Background: an optimization exercise with open tools, aiming at small area and a short achievable clock period. Do not read the settings as production practice.
Only simulation tests tie the RTL to the original design; equivalence was not proved.

==> trial 84: inputs <==
==> flow/design.v (excerpt) <==
module module32 (
  input clk,
  input [63:0] a,
  input [63:0] b,
  input [63:0] c,
  output [127:0] result);
Settings: LEC_CHECK=0, CAP_MARGIN=20, CORE_MARGIN=2, CORE_UTILIZATION=30, PLACE_DENSITY=0.4, SLEW_MARGIN=20, SYNTH_HIERARCHICAL=1, TNS_END_PERCENT=0; clock period 13.0 ns.
standard.sh (not shown) runs the stock make flow with config.mk's settings and CLKGATE_MAP_FILE= SYNTH_SCRIPT=/design/flow/synth_recipe.tcl, a recipe that flattens the netlist after the stock synthesis.
==> flow/flow/run.sh <==
#!/bin/bash
# Own layout flow: the standard ORFS flow (its standard synthesis unchanged), with
#  - port buffers made of buf_2 cells instead of the delay-buffer cell buffer_ports picks;
#  - the buffers ABC inserted removed at floorplan (placement repair re-buffers as needed);
#  - after floorplan, logic gates the synthesis upsized set back to drive 1
#    (flow/downsize.tcl); timing repair then upsizes only what the worst paths need.
# Everything else (power grid, placement, CTS, routing) is the standard flow.
# make's output goes to flow_make_*.log, the resizing step's to flow_downsize.log;
# each ORFS tool's own log is under orfs/logs/.
set -euo pipefail
MARGIN=$(cat flow/margin.txt)
ARGS=(SETUP_SLACK_MARGIN="$MARGIN" REMOVE_ABC_BUFFERS=1
      BUFFER_PORTS_ARGS="-buffer_cell sky130_fd_sc_hd__buf_2")
bash standard.sh "${ARGS[@]}" floorplan > flow_make_floorplan.log 2>&1
RESULTS="$PWD/orfs/results/$FLOW_PLATFORM/module32/base" \
  openroad -no_init -exit flow/downsize.tcl > flow_downsize.log 2>&1
bash standard.sh "${ARGS[@]}" finish > flow_make_finish.log 2>&1
==> flow/flow/downsize.tcl <==
# Set the synthesis's upsized logic gates (drive 2 or 4) back to drive 1 in the floorplan,
# before placement; ORFS's later timing repair upsizes again only what the worst paths need.
read_db $::env(RESULTS)/2_floorplan.odb
read_liberty $::env(FLOW_HOME)/platforms/sky130hd/lib/sky130_fd_sc_hd__tt_025C_1v80.lib
report_design_area
set n 0
foreach inst [[ord::get_db_block] getInsts] {
  set m [[$inst getMaster] getName]
  if {[regexp {^sky130_fd_sc_hd__(a221oi|a21oi|o21ai|a22o|a22oi|xnor2|xor2|nand2|nor2)_(2|4)$} $m -> base sz]} {
    replace_cell [$inst getName] sky130_fd_sc_hd__${base}_1
    incr n
  }
}
puts "downsized $n instances"
report_design_area
write_db $::env(RESULTS)/2_floorplan.odb
==> flow/flow/margin.txt <==
8
==> inputs of trial 77, as changes to trial 84 <==
==> flow/flow/run.sh (replaced) <==
#!/bin/bash
set -euo pipefail
MARGIN=$(cat flow/margin.txt)
bash standard.sh SETUP_SLACK_MARGIN="$MARGIN" REMOVE_ABC_BUFFERS=1 \
  BUFFER_PORTS_ARGS="-buffer_cell sky130_fd_sc_hd__buf_2" finish > flow_make.log 2>&1
CELL_PAD_IN_SITES_DETAIL_PLACEMENT = 1   (was not set)
CELL_PAD_IN_SITES_GLOBAL_PLACEMENT = 1   (was not set)
CORE_UTILIZATION = 35   (was 30)
PLACE_DENSITY = 0.5   (was 0.4)
removed: flow/flow/downsize.tcl
==> comparison <==
Of trial 77 and trial 84, trial 77 has the higher core utilization (gap 7.1 points).
Between trial 77 and trial 84, the lower final cell count is in trial 77 (gap 4.9%, measured against trial 84).
Against trial 77, the count of clock-buffer cells in the layout of trial 84 is lower by 16.
In trial 84 the fmax is higher than in trial 77, by 0.70%.
Between trial 77 and trial 84, the lower worst setup slack is in trial 77 (gap 40 ps).
Of trial 84 and trial 77, trial 77 has the higher clock skew (gap 16 ps).

---

==> exp/fjord <==
Another version of the RTL of module32 (not shown whole).
export LEC_CHECK = 0
export CAP_MARGIN = 20
export CORE_MARGIN = 2
export CORE_UTILIZATION = 30
export PLACE_DENSITY = 0.4
export SLEW_MARGIN = 20
export SYNTH_HIERARCHICAL = 1
export TNS_END_PERCENT = 0
create_clock -name core_clock -period 13.0 [get_ports {clk}]
==> flow/flow/run.sh <==
#!/bin/bash
set -euo pipefail
MARGIN=$(cat flow/margin.txt)
bash standard.sh SETUP_SLACK_MARGIN="$MARGIN" REMOVE_ABC_BUFFERS=1 \
  BUFFER_PORTS_ARGS="-buffer_cell sky130_fd_sc_hd__buf_2" finish > flow_make.log 2>&1
Scripts as last shown in full above: flow/flow/margin.txt
==> exp/tundra (differences from exp/fjord) <==
--- a/flow/config.mk
+++ b/flow/config.mk
@@ -8,5 +8,7 @@
 export CAP_MARGIN = 20
+export CELL_PAD_IN_SITES_DETAIL_PLACEMENT = 1
+export CELL_PAD_IN_SITES_GLOBAL_PLACEMENT = 1
 export CORE_MARGIN = 2
-export CORE_UTILIZATION = 30
-export PLACE_DENSITY = 0.4
+export CORE_UTILIZATION = 35
+export PLACE_DENSITY = 0.5
 export SLEW_MARGIN = 20
==> summary.md <==
| Metric | Value |
|---|---|
| Met1 WL | `around 260000 µm` |
| Headroom to the max-slew limit | `a little over a third` |
| CP max FO | `36` |
| All-Layer GR Usage | `around 36%` |
| WL met3 | `approximately 90000 µm` |
| Crit path depth | `11` |
| Total CTS buffers | `85` |
| Outcome | `finished clean` |
| Seq/total area | `10.42%` |
| DRT Pass-1 Iters | `7` |
| Setup repair bufs after CTS | `210` |
(the above is from exp/fjord)
==> summary.md <==
| Metric | Value |
|---|---|
| Clock sink count | `619` |
| Crit path depth | `12` |
| Dpl cells | `about 14000` |
| DRT Pass-1 Iters | `9` |
| Met1 WL | `~260000 µm` |
| Outcome | `finished clean` |
| CP max FO | `42` |
| Setup repair bufs after CTS | `~110` |
| Seq/total area | `a little over a tenth` |
| Headroom to the max-slew limit | `between 10% and 20%` |
| All-Layer GR Usage | `between 40% and 50%` |
| Total CTS buffers | `just under 90` |
(the above is from exp/tundra)

## what the ideal ports hide
How much do the figures lean on ideal ports? The routed layouts below were timed once more, with nothing changed but the port constraints.
Step 1 sets driving cells, clkbuf_16 on the clock port and buf_2 on the other inputs (assumed; they add their load-dependent delay and slew).
Step 2 moves the port delays by t, midway between the first and last clock arrival at a register: inputs arrive t later, outputs are due t later. That takes back most of the time a late clock gives input paths.
Three values: ideal ports, drivers, drivers and shift; two values: the first two.
run | shift t [ns] | setup slack, ns | latest minus earliest clock arrival (ns) | cell pins on the clock port's net
trial 84 | 0.858 | 7.290 / 7.290 / 6.951 | 0.084 / 0.084 | 1
trial 77 | 0.935 | 7.250 / 7.222 / 6.800 | 0.094 / 0.094 | 1
exp/fjord | 0.968 | 7.500 / 7.485 / 6.980 | 0.108 / 0.108 | 1
exp/tundra | 0.936 | 7.264 / 7.264 / 6.826 | 0.079 / 0.079 | 1
After both steps every run listed still meets setup and hold. The setup slack of exp/fjord, which loses most, moves by -0.015 ns with the drivers and by -0.520 ns with both steps.
